This design comes from an exercise in tuning for small area, a short achievable clock period and few clock cycles per item on the open sky130 flow, not from production work.
RTL that was checked went through simulation tests only; none was proved equivalent to the original.
Power and IR drop assume default switching activity.

==> inputs of 11-06 <==
Design qoi_compressor, start of the top module:
module qoi_compressor (
    input  wire        rstn,
    input  wire        clk,
    output reg         ctrl_ready,
    input  wire        ctrl_start,
    input  wire [15:0] ctrl_width,
    input  wire [15:0] ctrl_height,
    output reg         i_tready,
    input  wire        i_tvalid,
    input  wire        i_tlast,
    input  wire [ 7:0] i_R, i_G, i_B,
    input  wire        o_tready,
    output reg         o_tvalid,
    output reg         o_tlast,
    output reg  [ 3:0] o_tkeep,
    output reg  [31:0] o_tdata
);
clock: 5.0 ns
lec_check: 0
cap_margin: 20
core_margin: 2
core_utilization: 40
slew_margin: 20
run.sh (not shown) runs the stock make flow with config.mk's settings and CLKGATE_MAP_FILE= SYNTH_SCRIPT=/design/flow/synth_recipe.tcl, a recipe that flattens the netlist after the stock synthesis.
==> inputs of 05-16, as changes to 11-06 <==
--- a/flow/design.v
+++ b/flow/design.v
@@ -18,20 +18,21 @@
 localparam [1:0] K_PIX = 2'd0, K_H0 = 2'd1, K_H1 = 2'd2, K_H2 = 2'd3;
 localparam [2:0] S_IDLE = 3'd0, S_H0 = 3'd1, S_H1 = 3'd2, S_H2 = 3'd3, S_PIX = 3'd4;
 reg  [ 2:0] state;
 reg  [15:0] img_w, img_h;
 reg         first_pend;           
 reg         I_v, I_first, I_last;
 reg  [ 1:0] I_k;
 reg  [23:0] I_px;                 
-reg         A_v, A_first, A_last, A_same;
+reg         A_v, A_first, A_last;
 reg  [ 1:0] A_k;
 reg  [23:0] A_px;
 reg  [ 5:0] A_h;
+reg  [63:0] A_sel;                  
 reg  [ 7:0] A_dR, A_dG, A_dB;
 reg         S_v;                  
 wire        out_ok = ~S_v;
 wire A_hold = A_v & (A_k == K_PIX) & ~A_last;
 wire A_lpix = A_v & (A_k == K_PIX) & A_last;    
 wire adv    = out_ok & (I_v | ~A_hold);
 wire I_cons = adv & ~A_lpix;
 wire I_free = ~I_v | (out_ok & ~A_lpix);         
@@ -75,115 +76,122 @@
         img_w <= ctrl_width;
         img_w[0] <= ctrl_width[0] | (ctrl_width == 16'd0);
         img_h <= ctrl_height;
         img_h[0] <= ctrl_height[0] | (ctrl_height == 16'd0);
     end
     if (inj) first_pend <= 1'b1;
     else if (take) first_pend <= 1'b0;
 end
-always @(posedge clk)
-    if (take) begin
+reg  [5:0] I_hs, I_hc;
+wire [5:0] o1 = i_R[5:0], o2 = {i_R[4:0], 1'b0}, o3 = i_G[5:0];
+wire [5:0] o4 = {i_G[3:0], 2'b0}, o5 = {i_B[2:0], 3'b0}, o6 = ~i_B[5:0];
+wire [5:0] s1 = o1 ^ o2 ^ o3, c1 = {(o1[4:0] & o2[4:0]) | (o1[4:0] & o3[4:0]) | (o2[4:0] & o3[4:0]), 1'b0};
+wire [5:0] s2 = o4 ^ o5 ^ o6, c2 = {(o4[4:0] & o5[4:0]) | (o4[4:0] & o6[4:0]) | (o5[4:0] & o6[4:0]), 1'b0};
+wire [5:0] s3 = s1 ^ c1 ^ s2, c3 = {(s1[4:0] & c1[4:0]) | (s1[4:0] & s2[4:0]) | (c1[4:0] & s2[4:0]), 1'b0};
+wire [5:0] s4 = s3 ^ c3 ^ c2, c4 = {(s3[4:0] & c3[4:0]) | (s3[4:0] & c2[4:0]) | (c3[4:0] & c2[4:0]), 1'b0};
+always @(posedge clk)
+    if (i_tready) begin
+        I_hs <= s4;
+        I_hc <= c4;
+    end
+always @(posedge clk)
+    if (i_tready) begin
         I_k     <= K_PIX;
         I_first <= first_pend;
         I_last  <= i_tlast;
         I_px    <= {i_R, i_G, i_B};
     end else if (inj) begin
         I_first <= 1'b0;
         I_last  <= 1'b0;
         case (state)
             S_H0:    begin I_k <= K_H0; I_px <= 24'h6F_69_66; end         
             S_H1:    begin I_k <= K_H1; I_px <= {8'h00, img_w[15:8], img_w[7:0]}; end
             default: begin I_k <= K_H2; I_px <= {8'h00, img_h[15:8], img_h[7:0]}; end
         endcase
     end
 wire [7:0] iR = I_px[23:16], iG = I_px[15:8], iB = I_px[7:0];
-wire [5:0] hash = {iR[5:0], 1'b0} + iR[5:0]
-                + {iG[3:0], 2'b0} + iG[5:0]
-                + {iB[2:0], 3'b0} - iB[5:0] + 6'd53;
+wire [5:0] hash = I_hs + I_hc + 6'd54;
 always @(posedge clk or negedge rstn)
     if (~rstn) A_v <= 1'b0;
     else if (adv) A_v <= I_v & ~A_lpix;
 always @(posedge clk)
     if (adv) begin
         A_k     <= I_k;
         A_first <= I_first;
         A_last  <= I_last;
         A_px    <= I_px;
         A_h     <= hash;
-        A_same  <= (I_px == A_px);
+        A_sel   <= 64'd1 << hash;
         A_dR    <= iR - A_px[23:16];
         A_dG    <= iG - A_px[15: 8];
         A_dB    <= iB - A_px[ 7: 0];
     end
+wire A_same = ~|{A_dR, A_dG, A_dB};
 reg  [17:0] tab_d [0:63];
 reg  [63:0] tab_v;
 wire        A_pix = A_v & (A_k == K_PIX);
 wire        A_clr = A_v & (A_k == K_H0);
 wire [17:0] A_key = {A_px[23:22], A_px[15:0]};
 genvar gi;
 generate
     for (gi = 0; gi < 64; gi = gi + 1) begin : g_tab
         always @(posedge clk) begin
-            if (adv & A_pix & (A_h == gi)) tab_d[gi] <= A_key;
+            if (adv & A_pix & A_sel[gi]) tab_d[gi] <= A_key;
             if (adv & A_clr) tab_v[gi] <= 1'b0;
-            else if (adv & A_pix & (A_h == gi)) tab_v[gi] <= 1'b1;
+            else if (adv & A_pix & A_sel[gi]) tab_v[gi] <= 1'b1;
         end
     end
 endgenerate
-wire [18:0] l1 [0:15];
-wire [18:0] l2 [0:3];
-generate
-    for (gi = 0; gi < 16; gi = gi + 1) begin : g_l1
-        wire [18:0] e0 = {tab_v[4*gi+0], tab_d[4*gi+0]};
-        wire [18:0] e1 = {tab_v[4*gi+1], tab_d[4*gi+1]};
-        wire [18:0] e2 = {tab_v[4*gi+2], tab_d[4*gi+2]};
-        wire [18:0] e3 = {tab_v[4*gi+3], tab_d[4*gi+3]};
-        assign l1[gi] = A_h[1] ? (A_h[0] ? e3 : e2) : (A_h[0] ? e1 : e0);
-    end
-    for (gi = 0; gi < 4; gi = gi + 1) begin : g_l2
-        assign l2[gi] = A_h[3] ? (A_h[2] ? l1[4*gi+3] : l1[4*gi+2]) : (A_h[2] ? l1[4*gi+1] : l1[4*gi+0]);
-    end
-endgenerate
-wire [18:0] rd = A_h[5] ? (A_h[4] ? l2[3] : l2[2]) : (A_h[4] ? l2[1] : l2[0]);
+reg  [18:0] rd0, rd1;
+integer ri;
+always @* begin
+    rd0 = 19'd0;
+    rd1 = 19'd0;
+    for (ri = 0; ri < 32; ri = ri + 1) begin
+        rd0 = rd0 | ({19{A_sel[ri]}}      & {tab_v[ri],      tab_d[ri]});
+        rd1 = rd1 | ({19{A_sel[ri + 32]}} & {tab_v[ri + 32], tab_d[ri + 32]});
+    end
+end
 reg         B_v, B_first, B_last, B_run;
 reg  [ 1:0] B_k;
 reg  [23:0] B_px;
 reg  [ 5:0] B_h, B_q;             
-reg  [18:0] B_rd;
+reg  [18:0] B_rd0, B_rd1;
 reg         B_diff, B_luma;
 reg  [ 5:0] B_dcode;
 reg  [13:0] B_lcode;
 wire A_run = A_pix & A_same & ~A_first & ~(B_run & (B_q == 6'd61));
-wire [7:0] dR2 = A_dR + 8'd2, dG2 = A_dG + 8'd2, dB2 = A_dB + 8'd2;
-wire [7:0] lG  = A_dG + 8'd32;
-wire [7:0] lR  = A_dR - A_dG + 8'd8;
-wire [7:0] lB  = A_dB - A_dG + 8'd8;
+wire [7:0] xR = A_dR - A_dG, xB = A_dB - A_dG;
+wire diff_ok = (&A_dR[7:1] | ~|A_dR[7:1]) & (&A_dG[7:1] | ~|A_dG[7:1]) & (&A_dB[7:1] | ~|A_dB[7:1]);
+wire luma_ok = (&A_dG[7:5] | ~|A_dG[7:5]) & (&xR[7:3] | ~|xR[7:3]) & (&xB[7:3] | ~|xB[7:3]);
 always @(posedge clk or negedge rstn)
     if (~rstn) B_v <= 1'b0;
     else if (adv) B_v <= A_v;
 always @(posedge clk)
     if (adv) begin
         B_k     <= A_k;
         B_first <= A_first;
         B_last  <= A_last;
         B_px    <= A_px;
         B_h     <= A_h;
-        B_rd    <= rd;
+        B_rd0   <= rd0;
+        B_rd1   <= rd1;
         B_run   <= A_run;
         B_q     <= B_run ? B_q + 6'd1 : 6'd0;
-        B_diff  <= (dR2[7:2] == 6'd0) & (dG2[7:2] == 6'd0) & (dB2[7:2] == 6'd0);
-        B_dcode <= {dR2[1:0], dG2[1:0], dB2[1:0]};
-        B_luma  <= (lG[7:6] == 2'd0) & (lR[7:4] == 4'd0) & (lB[7:4] == 4'd0);
-        B_lcode <= {lR[3:0], lB[3:0], lG[5:0]};
+        B_diff  <= diff_ok;
+        B_dcode <= {~A_dR[1], A_dR[0], ~A_dG[1], A_dG[0], ~A_dB[1], A_dB[0]};    
+        B_luma  <= luma_ok;
+        B_lcode <= {~xR[3], xR[2:0], ~xB[3], xB[2:0], ~A_dG[5], A_dG[4:0]};       
     end
 reg         C_v, C_last, C_h2;
 reg  [ 2:0] C_n;
 reg  [31:0] C_bytes;
 wire B_pix   = B_v & (B_k == K_PIX);
+wire [18:0] B_rd = B_h[5] ? B_rd1 : B_rd0;
 wire B_match = B_rd[18] & (B_rd[17:0] == {B_px[23:22], B_px[15:0]});
 always @(posedge clk or negedge rstn)
     if (~rstn) C_v <= 1'b0;
     else if (adv) C_v <= B_v;
 always @(posedge clk)
     if (adv) begin
         C_last <= B_pix & B_last;
         C_h2   <= B_v & (B_k == K_H2);
SETUP_SLACK_MARGIN = 2.5   (was default)
==> inputs of 10-24, as changes to 11-06 <==
--- a/flow/design.v
+++ b/flow/design.v
@@ -18,17 +18,17 @@
 localparam [1:0] K_PIX = 2'd0, K_H0 = 2'd1, K_H1 = 2'd2, K_H2 = 2'd3;
 localparam [2:0] S_IDLE = 3'd0, S_H0 = 3'd1, S_H1 = 3'd2, S_H2 = 3'd3, S_PIX = 3'd4;
 reg  [ 2:0] state;
 reg  [15:0] img_w, img_h;
 reg         first_pend;           
 reg         I_v, I_first, I_last;
 reg  [ 1:0] I_k;
 reg  [23:0] I_px;                 
-reg         A_v, A_first, A_last, A_same;
+reg         A_v, A_first, A_last;
 reg  [ 1:0] A_k;
 reg  [23:0] A_px;
 reg  [ 5:0] A_h;
 reg  [ 7:0] A_dR, A_dG, A_dB;
 reg         S_v;                  
 wire        out_ok = ~S_v;
 wire A_hold = A_v & (A_k == K_PIX) & ~A_last;
 wire A_lpix = A_v & (A_k == K_PIX) & A_last;    
@@ -75,50 +75,60 @@
         img_w <= ctrl_width;
         img_w[0] <= ctrl_width[0] | (ctrl_width == 16'd0);
         img_h <= ctrl_height;
         img_h[0] <= ctrl_height[0] | (ctrl_height == 16'd0);
     end
     if (inj) first_pend <= 1'b1;
     else if (take) first_pend <= 1'b0;
 end
+reg  [5:0] I_hs, I_hc;
+wire [5:0] o1 = i_R[5:0], o2 = {i_R[4:0], 1'b0}, o3 = i_G[5:0];
+wire [5:0] o4 = {i_G[3:0], 2'b0}, o5 = {i_B[2:0], 3'b0}, o6 = ~i_B[5:0];
+wire [5:0] s1 = o1 ^ o2 ^ o3, c1 = {(o1[4:0] & o2[4:0]) | (o1[4:0] & o3[4:0]) | (o2[4:0] & o3[4:0]), 1'b0};
+wire [5:0] s2 = o4 ^ o5 ^ o6, c2 = {(o4[4:0] & o5[4:0]) | (o4[4:0] & o6[4:0]) | (o5[4:0] & o6[4:0]), 1'b0};
+wire [5:0] s3 = s1 ^ c1 ^ s2, c3 = {(s1[4:0] & c1[4:0]) | (s1[4:0] & s2[4:0]) | (c1[4:0] & s2[4:0]), 1'b0};
+wire [5:0] s4 = s3 ^ c3 ^ c2, c4 = {(s3[4:0] & c3[4:0]) | (s3[4:0] & c2[4:0]) | (c3[4:0] & c2[4:0]), 1'b0};
+always @(posedge clk)
+    if (take) begin
+        I_hs <= s4;
+        I_hc <= c4;
+    end
 always @(posedge clk)
     if (take) begin
         I_k     <= K_PIX;
         I_first <= first_pend;
         I_last  <= i_tlast;
         I_px    <= {i_R, i_G, i_B};
     end else if (inj) begin
         I_first <= 1'b0;
         I_last  <= 1'b0;
         case (state)
             S_H0:    begin I_k <= K_H0; I_px <= 24'h6F_69_66; end         
             S_H1:    begin I_k <= K_H1; I_px <= {8'h00, img_w[15:8], img_w[7:0]}; end
             default: begin I_k <= K_H2; I_px <= {8'h00, img_h[15:8], img_h[7:0]}; end
         endcase
     end
 wire [7:0] iR = I_px[23:16], iG = I_px[15:8], iB = I_px[7:0];
-wire [5:0] hash = {iR[5:0], 1'b0} + iR[5:0]
-                + {iG[3:0], 2'b0} + iG[5:0]
-                + {iB[2:0], 3'b0} - iB[5:0] + 6'd53;
+wire [5:0] hash = I_hs + I_hc + 6'd54;
 always @(posedge clk or negedge rstn)
     if (~rstn) A_v <= 1'b0;
     else if (adv) A_v <= I_v & ~A_lpix;
 always @(posedge clk)
     if (adv) begin
         A_k     <= I_k;
         A_first <= I_first;
         A_last  <= I_last;
         A_px    <= I_px;
         A_h     <= hash;
-        A_same  <= (I_px == A_px);
         A_dR    <= iR - A_px[23:16];
         A_dG    <= iG - A_px[15: 8];
         A_dB    <= iB - A_px[ 7: 0];
     end
+wire A_same = ~|{A_dR, A_dG, A_dB};
 reg  [17:0] tab_d [0:63];
 reg  [63:0] tab_v;
 wire        A_pix = A_v & (A_k == K_PIX);
 wire        A_clr = A_v & (A_k == K_H0);
 wire [17:0] A_key = {A_px[23:22], A_px[15:0]};
 genvar gi;
 generate
     for (gi = 0; gi < 64; gi = gi + 1) begin : g_tab
CTS_BUF_LIST = sky130_fd_sc_hd__clkbuf_4 sky130_fd_sc_hd__clkbuf_8   (was default)
CTS_CLUSTER_SIZE = 25   (was default)
SETUP_SLACK_MARGIN = 2.3   (was default)
==> inputs of 08-07, as changes to 11-06 <==
--- a/flow/design.v
+++ b/flow/design.v
@@ -18,20 +18,20 @@
 localparam [1:0] K_PIX = 2'd0, K_H0 = 2'd1, K_H1 = 2'd2, K_H2 = 2'd3;
 localparam [2:0] S_IDLE = 3'd0, S_H0 = 3'd1, S_H1 = 3'd2, S_H2 = 3'd3, S_PIX = 3'd4;
 reg  [ 2:0] state;
 reg  [15:0] img_w, img_h;
 reg         first_pend;           
 reg         I_v, I_first, I_last;
 reg  [ 1:0] I_k;
 reg  [23:0] I_px;                 
-reg         A_v, A_first, A_last, A_same;
+reg         A_v, A_first, A_last;
 reg  [ 1:0] A_k;
 reg  [23:0] A_px;
-reg  [ 5:0] A_h;
+reg  [ 3:0] A_h0, A_h1, A_h2;        
 reg  [ 7:0] A_dR, A_dG, A_dB;
 reg         S_v;                  
 wire        out_ok = ~S_v;
 wire A_hold = A_v & (A_k == K_PIX) & ~A_last;
 wire A_lpix = A_v & (A_k == K_PIX) & A_last;    
 wire adv    = out_ok & (I_v | ~A_hold);
 wire I_cons = adv & ~A_lpix;
 wire I_free = ~I_v | (out_ok & ~A_lpix);         
@@ -75,80 +75,90 @@
         img_w <= ctrl_width;
         img_w[0] <= ctrl_width[0] | (ctrl_width == 16'd0);
         img_h <= ctrl_height;
         img_h[0] <= ctrl_height[0] | (ctrl_height == 16'd0);
     end
     if (inj) first_pend <= 1'b1;
     else if (take) first_pend <= 1'b0;
 end
-always @(posedge clk)
-    if (take) begin
+reg  [5:0] I_hs, I_hc;
+wire [5:0] o1 = i_R[5:0], o2 = {i_R[4:0], 1'b0}, o3 = i_G[5:0];
+wire [5:0] o4 = {i_G[3:0], 2'b0}, o5 = {i_B[2:0], 3'b0}, o6 = ~i_B[5:0];
+wire [5:0] s1 = o1 ^ o2 ^ o3, c1 = {(o1[4:0] & o2[4:0]) | (o1[4:0] & o3[4:0]) | (o2[4:0] & o3[4:0]), 1'b0};
+wire [5:0] s2 = o4 ^ o5 ^ o6, c2 = {(o4[4:0] & o5[4:0]) | (o4[4:0] & o6[4:0]) | (o5[4:0] & o6[4:0]), 1'b0};
+wire [5:0] s3 = s1 ^ c1 ^ s2, c3 = {(s1[4:0] & c1[4:0]) | (s1[4:0] & s2[4:0]) | (c1[4:0] & s2[4:0]), 1'b0};
+wire [5:0] s4 = s3 ^ c3 ^ c2, c4 = {(s3[4:0] & c3[4:0]) | (s3[4:0] & c2[4:0]) | (c3[4:0] & c2[4:0]), 1'b0};
+always @(posedge clk)
+    if (i_tready) begin
+        I_hs <= s4;
+        I_hc <= c4;
+    end
+always @(posedge clk)
+    if (i_tready) begin
         I_k     <= K_PIX;
         I_first <= first_pend;
         I_last  <= i_tlast;
         I_px    <= {i_R, i_G, i_B};
     end else if (inj) begin
         I_first <= 1'b0;
         I_last  <= 1'b0;
         case (state)
             S_H0:    begin I_k <= K_H0; I_px <= 24'h6F_69_66; end         
             S_H1:    begin I_k <= K_H1; I_px <= {8'h00, img_w[15:8], img_w[7:0]}; end
             default: begin I_k <= K_H2; I_px <= {8'h00, img_h[15:8], img_h[7:0]}; end
         endcase
     end
 wire [7:0] iR = I_px[23:16], iG = I_px[15:8], iB = I_px[7:0];
-wire [5:0] hash = {iR[5:0], 1'b0} + iR[5:0]
-                + {iG[3:0], 2'b0} + iG[5:0]
-                + {iB[2:0], 3'b0} - iB[5:0] + 6'd53;
+wire [5:0] hash = I_hs + I_hc + 6'd54;
 always @(posedge clk or negedge rstn)
     if (~rstn) A_v <= 1'b0;
     else if (adv) A_v <= I_v & ~A_lpix;
 always @(posedge clk)
     if (adv) begin
         A_k     <= I_k;
         A_first <= I_first;
         A_last  <= I_last;
         A_px    <= I_px;
-        A_h     <= hash;
-        A_same  <= (I_px == A_px);
+        A_h0    <= 4'b1 << hash[1:0];
+        A_h1    <= 4'b1 << hash[3:2];
+        A_h2    <= 4'b1 << hash[5:4];
         A_dR    <= iR - A_px[23:16];
         A_dG    <= iG - A_px[15: 8];
         A_dB    <= iB - A_px[ 7: 0];
     end
+wire A_same = ~|{A_dR, A_dG, A_dB};
 reg  [17:0] tab_d [0:63];
 reg  [63:0] tab_v;
 wire        A_pix = A_v & (A_k == K_PIX);
 wire        A_clr = A_v & (A_k == K_H0);
 wire [17:0] A_key = {A_px[23:22], A_px[15:0]};
 genvar gi;
 generate
     for (gi = 0; gi < 64; gi = gi + 1) begin : g_tab
         always @(posedge clk) begin
-            if (adv & A_pix & (A_h == gi)) tab_d[gi] <= A_key;
+            if (adv & A_pix & A_sel[gi]) tab_d[gi] <= A_key;
             if (adv & A_clr) tab_v[gi] <= 1'b0;
-            else if (adv & A_pix & (A_h == gi)) tab_v[gi] <= 1'b1;
+            else if (adv & A_pix & A_sel[gi]) tab_v[gi] <= 1'b1;
         end
     end
 endgenerate
-wire [18:0] l1 [0:15];
-wire [18:0] l2 [0:3];
+wire [63:0] A_sel;
+reg  [18:0] rd;
+integer ri;
 generate
-    for (gi = 0; gi < 16; gi = gi + 1) begin : g_l1
-        wire [18:0] e0 = {tab_v[4*gi+0], tab_d[4*gi+0]};
-        wire [18:0] e1 = {tab_v[4*gi+1], tab_d[4*gi+1]};
-        wire [18:0] e2 = {tab_v[4*gi+2], tab_d[4*gi+2]};
-        wire [18:0] e3 = {tab_v[4*gi+3], tab_d[4*gi+3]};
-        assign l1[gi] = A_h[1] ? (A_h[0] ? e3 : e2) : (A_h[0] ? e1 : e0);
-    end
-    for (gi = 0; gi < 4; gi = gi + 1) begin : g_l2
-        assign l2[gi] = A_h[3] ? (A_h[2] ? l1[4*gi+3] : l1[4*gi+2]) : (A_h[2] ? l1[4*gi+1] : l1[4*gi+0]);
+    for (gi = 0; gi < 64; gi = gi + 1) begin : g_sel
+        assign A_sel[gi] = A_h2[gi / 16] & A_h1[(gi / 4) % 4] & A_h0[gi % 4];
     end
 endgenerate
-wire [18:0] rd = A_h[5] ? (A_h[4] ? l2[3] : l2[2]) : (A_h[4] ? l2[1] : l2[0]);
+always @* begin
+    rd = 19'd0;
+    for (ri = 0; ri < 64; ri = ri + 1)
+        rd = rd | ({19{A_sel[ri]}} & {tab_v[ri], tab_d[ri]});
+end
 reg         B_v, B_first, B_last, B_run;
 reg  [ 1:0] B_k;
 reg  [23:0] B_px;
 reg  [ 5:0] B_h, B_q;             
 reg  [18:0] B_rd;
 reg         B_diff, B_luma;
 reg  [ 5:0] B_dcode;
 reg  [13:0] B_lcode;
@@ -161,17 +171,19 @@
     if (~rstn) B_v <= 1'b0;
     else if (adv) B_v <= A_v;
 always @(posedge clk)
     if (adv) begin
         B_k     <= A_k;
         B_first <= A_first;
         B_last  <= A_last;
         B_px    <= A_px;
-        B_h     <= A_h;
+        B_h     <= {A_h2[3] | A_h2[2], A_h2[3] | A_h2[1],
+                    A_h1[3] | A_h1[2], A_h1[3] | A_h1[1],
+                    A_h0[3] | A_h0[2], A_h0[3] | A_h0[1]};
         B_rd    <= rd;
         B_run   <= A_run;
         B_q     <= B_run ? B_q + 6'd1 : 6'd0;
         B_diff  <= (dR2[7:2] == 6'd0) & (dG2[7:2] == 6'd0) & (dB2[7:2] == 6'd0);
         B_dcode <= {dR2[1:0], dG2[1:0], dB2[1:0]};
         B_luma  <= (lG[7:6] == 2'd0) & (lR[7:4] == 4'd0) & (lB[7:4] == 4'd0);
         B_lcode <= {lR[3:0], lB[3:0], lG[5:0]};
     end
SETUP_SLACK_MARGIN = 2.5   (was default)
==> run notes <==
Die area, highest first: 05-16, 10-24, 11-06, 08-07.
Clock power is about the same in 10-24 and 08-07.
Non-clock buffer count: 08-07 > 05-16 > 10-24 > 11-06.
In 08-07 the register-to-register slack is lower than in 05-16, by 560 ps.
Between 08-07 and 11-06, the lower critical path depth is in 08-07 (gap 2).
Of 05-16 and 08-07, 08-07 has the higher combinational power (gap 19%, measured against 08-07).
Of 05-16 and 08-07, 08-07 has the higher first-iteration DRC count (gap 43%, measured against 08-07).
Synthesized cell count: 11-06 < 10-24 < 05-16 < 08-07.
==> figures <==
| item | 05-16 | 11-06 | 10-24 | 08-07 |
|---|---|---|---|---|
| Status | timing/DRC/antenna clean | timing/DRC/antenna clean | timing/DRC/antenna clean | timing/DRC/antenna clean |
| Start point of the critical path | A_dG[0]$_DFFE_PP_ | I_px[10]$_DFFE_PP_ | A_k[1]$_DFFE_PP_ | A_h1[2]$_SDFFCE_PN0P_ |
| Vias in the first global route | 36300 | 32000 | 34300 | 40400 |
| Basic-gate share of the synthesized area counting and, or, nand and nor cells | 0.0661 | 0.0330 | 0.0331 | 0.0604 |
| Sequential-cell power consumption | 21.6 mW | 19.5 mW | 19.6 mW | 20.1 mW |
| Cell internal pwr | 32.0 mW | 31.4 mW | 30.3 mW | 31.4 mW |
| Count of cells along the worst register-to-register path | 8 | 11 | 7 | 9 |
| Setup WS pre-CTS | 1290 ps | 1330 ps | 1380 ps | 1140 ps |
| Final setup skew | 49.5 ps | 21.7 ps | 64.9 ps | 47.1 ps |
| Fraction of standard cell area in multi-input logic | 0.183 | 0.212 | 0.213 | 0.213 |
| FFs w/ async S/R, synth | 0.00844 | 0.00894 | 0.00889 | 0.00886 |
| Mapped Nets | 3986 | 3437 | 3467 | 4043 |
| Worst path setup slack after routing | 2370 ps | 1330 ps | 2240 ps | 1810 ps |
| Seq area share | 0.657 | 0.644 | 0.622 | 0.607 |
| Total clock buffers created by CTS | 166 | 161 | 278 | 155 |
| # fillers | 13200 | 13000 | 12800 | 12400 |
| Post-CTS repair timing setup buffer count | 64 | 0 | 83 | 146 |
| Ratio of layout area to synthesized area | 1.182x | 1.152x | 1.195x | 1.245x |
Testbench counts of 10-24, summed over its fixed seeds: cycles 48,935, pixels 48,510.
Function not checked in 11-06, 05-16 and 08-07: the RTL went through the layout flow alone.

## afterwards: timing with drivers on the ports
How much do the figures lean on ideal ports? The routed layouts below were timed once more, with nothing changed but the port constraints.
Step 1, drivers: a clkbuf_16 drives clk and a buf_2 each remaining input, both assumed.
Step 2 adds t to the input delays and takes it off the output delays; t is the mean of the earliest and latest rising clock arrival at the registers after step 1. Input paths then give back, and output paths get back, about the clock's delay inside the block.
Three values: no drivers, after step 1, after step 2; two values: the first two.
run	t (ns)	setup WS [ns]	worst setup path at the end	latest minus earliest clock arrival (ns)	worst register clock-pin slew, ns
11-06	0.853	1.327 / 1.327 / 1.327	register to register	0.032 / 0.031	0.07 / 0.07
05-16	0.858	2.373 / 2.373 / 1.721	input to register	0.063 / 0.064	0.07 / 0.07
10-24	1.050	2.243 / 2.243 / 1.623	input to register	0.079 / 0.079	0.07 / 0.07
08-07	0.901	1.810 / 1.810 / 1.664	input to register	0.049 / 0.048	0.07 / 0.07
After both steps setup and hold are still met in every run listed. For 05-16, which loses most, drivers alone change the setup slack by 0.000 ns; drivers and shift together by -0.652 ns.
